Source: an optimization exercise on an open RTL-to-GDS flow (aim: small area). Production flows keep margins and buffers that such runs may drop. In this exercise RTL edits were held to simulation tests only and were not proved equivalent to the original. Power and IR drop assume default switching activity.

==> inputs of job 8958 <==
==> flow/design.v <==
`timescale 1ns / 1ps
module QA(
    input wire clk, rst,
    input wire [31:0] Q0_A, Q1_A, Q2_A, Q3_A,
    input wire [31:0] Q0_B, Q1_B, Q2_B, Q3_B,
    input wire [31:0] R,
    input wire [1:0] A_A, Amax_A, A_B, Amax_B,
    input wire [2:0] alpha, gamma,
    output wire [31:0] Qnew_A, Qnew_B
    );
    qa_agent agA(.clk(clk), .Q0(Q0_A), .Q1(Q1_A), .Q2(Q2_A), .Q3(Q3_A),
                 .A(A_A), .Amax(Amax_A), .R(R), .alpha(alpha), .gamma(gamma),
                 .Qnew(Qnew_A));
    qa_agent agB(.clk(clk), .Q0(Q0_B), .Q1(Q1_B), .Q2(Q2_B), .Q3(Q3_B),
                 .A(A_B), .Amax(Amax_B), .R(R), .alpha(alpha), .gamma(gamma),
                 .Qnew(Qnew_B));
endmodule
module qa_agent(
    input wire clk,
    input wire [31:0] Q0, Q1, Q2, Q3,
    input wire [1:0] A, Amax,
    input wire [31:0] R,
    input wire [2:0] alpha, gamma,
    output reg [31:0] Qnew
    );
    reg [31:0] q0, q1, q2, q3;
    reg [31:0] qsel1, qsel2, qsel3, qsel4;
    reg [1:0]  amax1;
    reg [31:1] tdn3, tdn4;    
    reg [31:0] res5;
    wire [31:0] qsel = (A == 2'd0) ? q0 : (A == 2'd1) ? q1 : (A == 2'd2) ? q2 : q3;
    wire [31:0] qmax = (amax1 == 2'd0) ? q0 : (amax1 == 2'd1) ? q1 : (amax1 == 2'd2) ? q2 : q3;
    wire [31:0] gp1, gp0;
    wire [1:0]  gb;
    mul_pp mg(.x(qmax), .c(gamma), .pp1(gp1), .pp0(gp0), .b(gb));
    wire [31:0] s1, c1, s2, c2;
    csa3 r1(.x(~R), .y(qsel2), .z(~gp0), .s(s1), .c(c1));
    csa3 r2(.x(~gp1), .y(s1), .z({c1[30:0], 1'b0}), .s(s2), .c(c2));
    wire [31:0] tdn;
    cpa ad(.a(s2), .b({c2[30:0], ~gb[0]}), .ci(~gb[1]), .s(tdn));
    wire [31:0] tdx = {~tdn4, 1'b0};   
    wire [31:0] ap1, ap0;
    wire [1:0]  ab;
    mul_pp ma(.x(tdx), .c(alpha), .pp1(ap1), .pp0(ap0), .b(ab));
    wire [31:0] s3, c3;
    csa3 r3(.x(qsel4), .y(ap1), .z(ap0), .s(s3), .c(c3));
    wire [31:0] res;
    cpa ar(.a(s3), .b({c3[30:0], ab[0]}), .ci(ab[1]), .s(res));
    always @(posedge clk) begin
        q0 <= Q0; q1 <= Q1; q2 <= Q2; q3 <= Q3;
        qsel1 <= qsel;
        qsel2 <= qsel1;
        amax1 <= Amax;
        tdn3  <= tdn[31:1];
        qsel3 <= qsel2;
        tdn4  <= tdn3;
        qsel4 <= qsel3;
        res5  <= res;
        Qnew  <= res5;
    end
endmodule
module mul_pp(
    input wire [31:0] x,
    input wire [2:0] c,
    output wire [31:0] pp1, pp0,
    output wire [1:0] b
    );
    wire d1one = c[2] ^ c[1];
    wire d1two = c[2] & c[1];
    wire one = c[0];
    wire two = c[1] & ~c[0];
    wire neg = c[1];
    wire [31:0] h  = {{3{x[31]}}, x[31:3]};
    wire [31:0] h2 = {{2{x[31]}}, x[31:3], 1'b0};
    wire [31:0] xs1 = {x[31], x[31:2], 1'b0};
    wire [31:0] xs0 = {x[31:2], 2'b00};
    assign pp1 = ({32{d1one}} & xs1) | ({32{d1two}} & xs0);
    assign pp0 = (({32{one}} & h) | ({32{two}} & h2)) ^ {32{neg}};
    assign b = {c[2] & x[1], c[1] & ~x[2]};
endmodule
module csa3(
    input wire [31:0] x, y, z,
    output wire [31:0] s, c
    );
    assign s = x ^ y ^ z;
    assign c = (x & y) | (x & z) | (y & z);
endmodule
module cpa(
    input wire [31:0] a, b,
    input wire ci,
    output wire [31:0] s
    );
    wire [31:0] p0 = a ^ b;
    wire [31:0] g0 = {a[31:1] & b[31:1], (a[0] & b[0]) | (p0[0] & ci)};
    wire [31:0] g1, p1, g2, p2, g3, p3, g4, p4, g5, p5;
    sk_level #(.L(0)) l0(.gi(g0), .pi(p0), .go(g1), .po(p1));
    sk_level #(.L(1)) l1(.gi(g1), .pi(p1), .go(g2), .po(p2));
    sk_level #(.L(2)) l2(.gi(g2), .pi(p2), .go(g3), .po(p3));
    sk_level #(.L(3)) l3(.gi(g3), .pi(p3), .go(g4), .po(p4));
    sk_level #(.L(4)) l4(.gi(g4), .pi(p4), .go(g5), .po(p5));
    assign s = p0 ^ {g5[30:0], ci};
endmodule
module sk_level #(parameter L = 0) (
    input wire [31:0] gi, pi,
    output wire [31:0] go, po
    );
    genvar i;
    generate
        for (i = 0; i < 32; i = i + 1) begin : bt
            if (((i >> L) & 1) == 1) begin : m
                assign go[i] = gi[i] | (pi[i] & gi[((i >> L) << L) - 1]);
                assign po[i] = pi[i] & pi[((i >> L) << L) - 1];
            end else begin : k
                assign go[i] = gi[i];
                assign po[i] = pi[i];
            end
        end
    endgenerate
endmodule
==> flow/flow/run.sh <==
#!/bin/bash
# The standard flow, with 1x buffers on the ports and a clock tree of larger
# sink clusters without dummy loads.
set -euo pipefail
bash standard.sh synth > synth.log 2>&1
bash standard.sh \
  "BUFFER_PORTS_ARGS=-buffer_cell sky130_fd_sc_hd__buf_1" \
  "CTS_ARGS=-sink_clustering_enable -repair_clock_nets -dont_use_dummy_load -buf_list sky130_fd_sc_hd__clkbuf_4 -sink_clustering_size 12 -sink_clustering_max_diameter 30" \
  finish > finish.log 2>&1
==> flow/standard.sh <==
#!/bin/bash
# synth_recipe.tcl (not shown) runs the flow's synth.tcl, then flattens the netlist and writes it again
# the make line also repeats each setting of config.mk as NAME=value (left out here)
make -C /OpenROAD-flow-scripts/flow DESIGN_CONFIG=/design/flow/config.mk WORK_HOME=/design/flow/orfs CLKGATE_MAP_FILE= SYNTH_SCRIPT=/design/flow/synth_recipe.tcl "${@:-finish}"
==> flow/config.mk <==
export PLATFORM = sky130hd
export DESIGN_NAME = QA
export DESIGN_NICKNAME = QA
export VERILOG_FILES = /design/flow/design.v
export SDC_FILE = /design/flow/constraint.sdc
export NUM_CORES = 4
export LEC_CHECK = 0
export CAP_MARGIN = 20
export CORE_MARGIN = 2
export CORE_UTILIZATION = 60
export SLEW_MARGIN = 20
==> flow/constraint.sdc <==
create_clock -name core_clock -period 6.0 [get_ports {clk}]
set_input_delay 1.2000 -clock core_clock [delete_from_list [all_inputs] [get_ports {clk}]]
set_output_delay 1.2000 -clock core_clock [all_outputs]
set_load 0.01 [all_outputs]
==> job 7044 (differences from job 8958) <==
==> flow/design.v, changed modules only <==
module qa_agent(
    input wire clk,
    input wire [31:0] Q0, Q1, Q2, Q3,
    input wire [1:0] A, Amax,
    input wire [31:0] R,
    input wire [2:0] alpha, gamma,
    output reg [31:0] Qnew
    );
    reg [31:0] q0, q1, q2, q3;
    reg [31:0] qsel1, qsel2, qsel3, qsel4;
    reg [1:0]  amax1;
    reg [31:1] td3, td4;
    reg [31:0] res5;
    wire [31:0] qsel = (A == 2'd0) ? q0 : (A == 2'd1) ? q1 : (A == 2'd2) ? q2 : q3;
    wire [31:0] qmax = (amax1 == 2'd0) ? q0 : (amax1 == 2'd1) ? q1 : (amax1 == 2'd2) ? q2 : q3;
    wire [31:0] gp1, gp0;
    wire [1:0]  gb;
    mul_pp mg(.x(qmax), .c(gamma), .pp1(gp1), .pp0(gp0), .b(gb));
    wire [31:0] s1, c1, s2, c2;
    csa3 r1(.x(R), .y(~qsel2), .z(gp0), .s(s1), .c(c1));
    csa3 r2(.x(gp1), .y(s1), .z({c1[30:0], 1'b1}), .s(s2), .c(c2));
    wire [31:0] td;
    cpa ad(.a(s2), .b({c2[30:0], gb[0]}), .ci(gb[1]), .s(td));
    wire [31:0] tdx = {td4, 1'b0};   
    wire [31:0] ap1, ap0;
    wire [1:0]  ab;
    mul_pp ma(.x(tdx), .c(alpha), .pp1(ap1), .pp0(ap0), .b(ab));
    wire [31:0] s3, c3;
    csa3 r3(.x(qsel4), .y(ap1), .z(ap0), .s(s3), .c(c3));
    wire [31:0] res;
    cpa ar(.a(s3), .b({c3[30:0], ab[0]}), .ci(ab[1]), .s(res));
    always @(posedge clk) begin
        q0 <= Q0; q1 <= Q1; q2 <= Q2; q3 <= Q3;
        qsel1 <= qsel;
        qsel2 <= qsel1;
        amax1 <= Amax;
        td3   <= td[31:1];
        qsel3 <= qsel2;
        td4   <= td3;
        qsel4 <= qsel3;
        res5  <= res;
        Qnew  <= res5;
    end
endmodule
==> flow/flow/run.sh (replaced) <==
#!/bin/bash
# The standard flow, with 1x buffers on the ports and a clock tree of larger
# sink clusters without dummy loads.
set -euo pipefail
bash standard.sh synth > synth.log 2>&1
bash standard.sh \
  "BUFFER_PORTS_ARGS=-buffer_cell sky130_fd_sc_hd__buf_1" \
  "CTS_ARGS=-sink_clustering_enable -repair_clock_nets -dont_use_dummy_load -buf_list sky130_fd_sc_hd__clkbuf_16 -sink_clustering_size 32 -sink_clustering_max_diameter 60" \
  finish > finish.log 2>&1
- CORE_UTILIZATION: 60 -> 40
==> job 3444 (differences from job 8958) <==
==> flow/design.v, changed modules only <==
module qa_agent(
    input wire clk,
    input wire [31:0] Q0, Q1, Q2, Q3,
    input wire [1:0] A, Amax,
    input wire [31:0] R,
    input wire [2:0] alpha, gamma,
    output reg [31:0] Qnew
    );
    reg [31:0] q0, q1, q2, q3;
    reg [31:0] qsel1, qsel2, qsel3, qsel4;
    reg [1:0]  amax1;
    reg [31:1] td3, td4;
    reg [31:0] res5;
    wire [31:0] qsel = (A == 2'd0) ? q0 : (A == 2'd1) ? q1 : (A == 2'd2) ? q2 : q3;
    wire [31:0] qmax = (amax1 == 2'd0) ? q0 : (amax1 == 2'd1) ? q1 : (amax1 == 2'd2) ? q2 : q3;
    wire [31:0] gp1, gp0;
    wire [1:0]  gb;
    mul_pp mg(.x(qmax), .c(gamma), .pp1(gp1), .pp0(gp0), .b(gb));
    wire [31:0] s1, c1, s2, c2;
    csa3 r1(.x(R), .y(~qsel2), .z(gp0), .s(s1), .c(c1));
    csa3 r2(.x(gp1), .y(s1), .z({c1[30:0], 1'b1}), .s(s2), .c(c2));
    wire [31:0] td;
    cpa ad(.a(s2), .b({c2[30:0], gb[0]}), .ci(gb[1]), .s(td));
    wire [31:0] tdx = {td4, 1'b0};   
    wire [31:0] ap1, ap0;
    wire [1:0]  ab;
    mul_pp ma(.x(tdx), .c(alpha), .pp1(ap1), .pp0(ap0), .b(ab));
    wire [31:0] s3, c3;
    csa3 r3(.x(qsel4), .y(ap1), .z(ap0), .s(s3), .c(c3));
    wire [31:0] res;
    cpa ar(.a(s3), .b({c3[30:0], ab[0]}), .ci(ab[1]), .s(res));
    always @(posedge clk) begin
        q0 <= Q0; q1 <= Q1; q2 <= Q2; q3 <= Q3;
        qsel1 <= qsel;
        qsel2 <= qsel1;
        amax1 <= Amax;
        td3   <= td[31:1];
        qsel3 <= qsel2;
        td4   <= td3;
        qsel4 <= qsel3;
        res5  <= res;
        Qnew  <= res5;
    end
endmodule
==> flow/run.sh (new file) <==
#!/bin/bash
# synth_recipe.tcl (not shown) runs the flow's synth.tcl, then flattens the netlist and writes it again
# the make line also repeats each setting of config.mk as NAME=value (left out here)
make -C /OpenROAD-flow-scripts/flow DESIGN_CONFIG=/design/flow/config.mk WORK_HOME=/design/flow/orfs CLKGATE_MAP_FILE= SYNTH_SCRIPT=/design/flow/synth_recipe.tcl finish
- CORE_UTILIZATION: 60 -> 40
- CTS_BUF_LIST: not set -> sky130_fd_sc_hd__clkbuf_4
- CTS_CLUSTER_SIZE: not set -> 30
removed: flow/flow/run.sh
removed: flow/standard.sh
==> job 109 (differences from job 8958) <==
==> flow/flow/run.sh (replaced) <==
#!/bin/bash
# The standard flow, with 1x buffers on the ports and a clock tree of larger
# sink clusters without dummy loads.
set -euo pipefail
bash standard.sh synth > synth.log 2>&1
bash standard.sh \
  "BUFFER_PORTS_ARGS=-buffer_cell sky130_fd_sc_hd__buf_1" \
  "CTS_ARGS=-sink_clustering_enable -repair_clock_nets -dont_use_dummy_load -buf_list sky130_fd_sc_hd__clkbuf_8 -sink_clustering_size 22 -sink_clustering_max_diameter 45" \
  finish > finish.log 2>&1
- CORE_UTILIZATION: 60 -> 65
==> summary of the runs <==
Of job 3444 and job 109, job 3444 has the higher count of clock-buffer cells in the layout (gap 213). Job 8958 completed with no timing, DRC or antenna violations. Job 109 finished clean. Job 3444 went through all stages and came out clean. Job 7044 finished with timing, DRC and antenna clean. Die area is the same in job 3444 and job 7044. In sequential cell count, job 8958 and job 3444 do not differ. In job 109 the power is lower than in job 7044, by about 2.7%.

-- re-timing with driven ports --
Ports are ideal in the flow. The routed layouts listed here were re-timed in OpenROAD. Step 1 (the two cells are an assumption about what drives the block):
set clk [get_ports {clk}]
set_driving_cell -lib_cell sky130_fd_sc_hd__clkbuf_16 $clk
set_driving_cell -lib_cell sky130_fd_sc_hd__buf_2 [delete_from_list [all_inputs] $clk]
Step 2, shift: input delay + t, output delay - t, t = (earliest + latest rising clock arrival at the registers) / 2. This alone moves slack from input paths to output paths. a / b / c = ideal / step 1 / step 2; a / b = the first two.
| run | t, ns | slack for setup (ns) | hold slack, ns | pins driven straight from the clock port |
|---|---|---|---|---|
| job 8958 | 0.872 | 0.504 / 0.504 / 0.383 | 0.262 / 0.262 / 0.262 | 1 |
| job 7044 | 0.646 | 0.661 / 0.661 / 0.346 | 0.262 / 0.262 / 0.262 | 1 |
| job 3444 | 1.029 | 0.755 / 0.755 / 0.368 | 0.257 / 0.257 / 0.257 | 1 |
| job 109 | 0.700 | 0.636 / 0.636 / 0.352 | 0.278 / 0.278 / 0.278 | 1 |
After both steps setup and hold are still met in every run listed. The setup slack of job 3444, which loses most, moves by 0.000 ns with the drivers and by -0.387 ns with both steps.
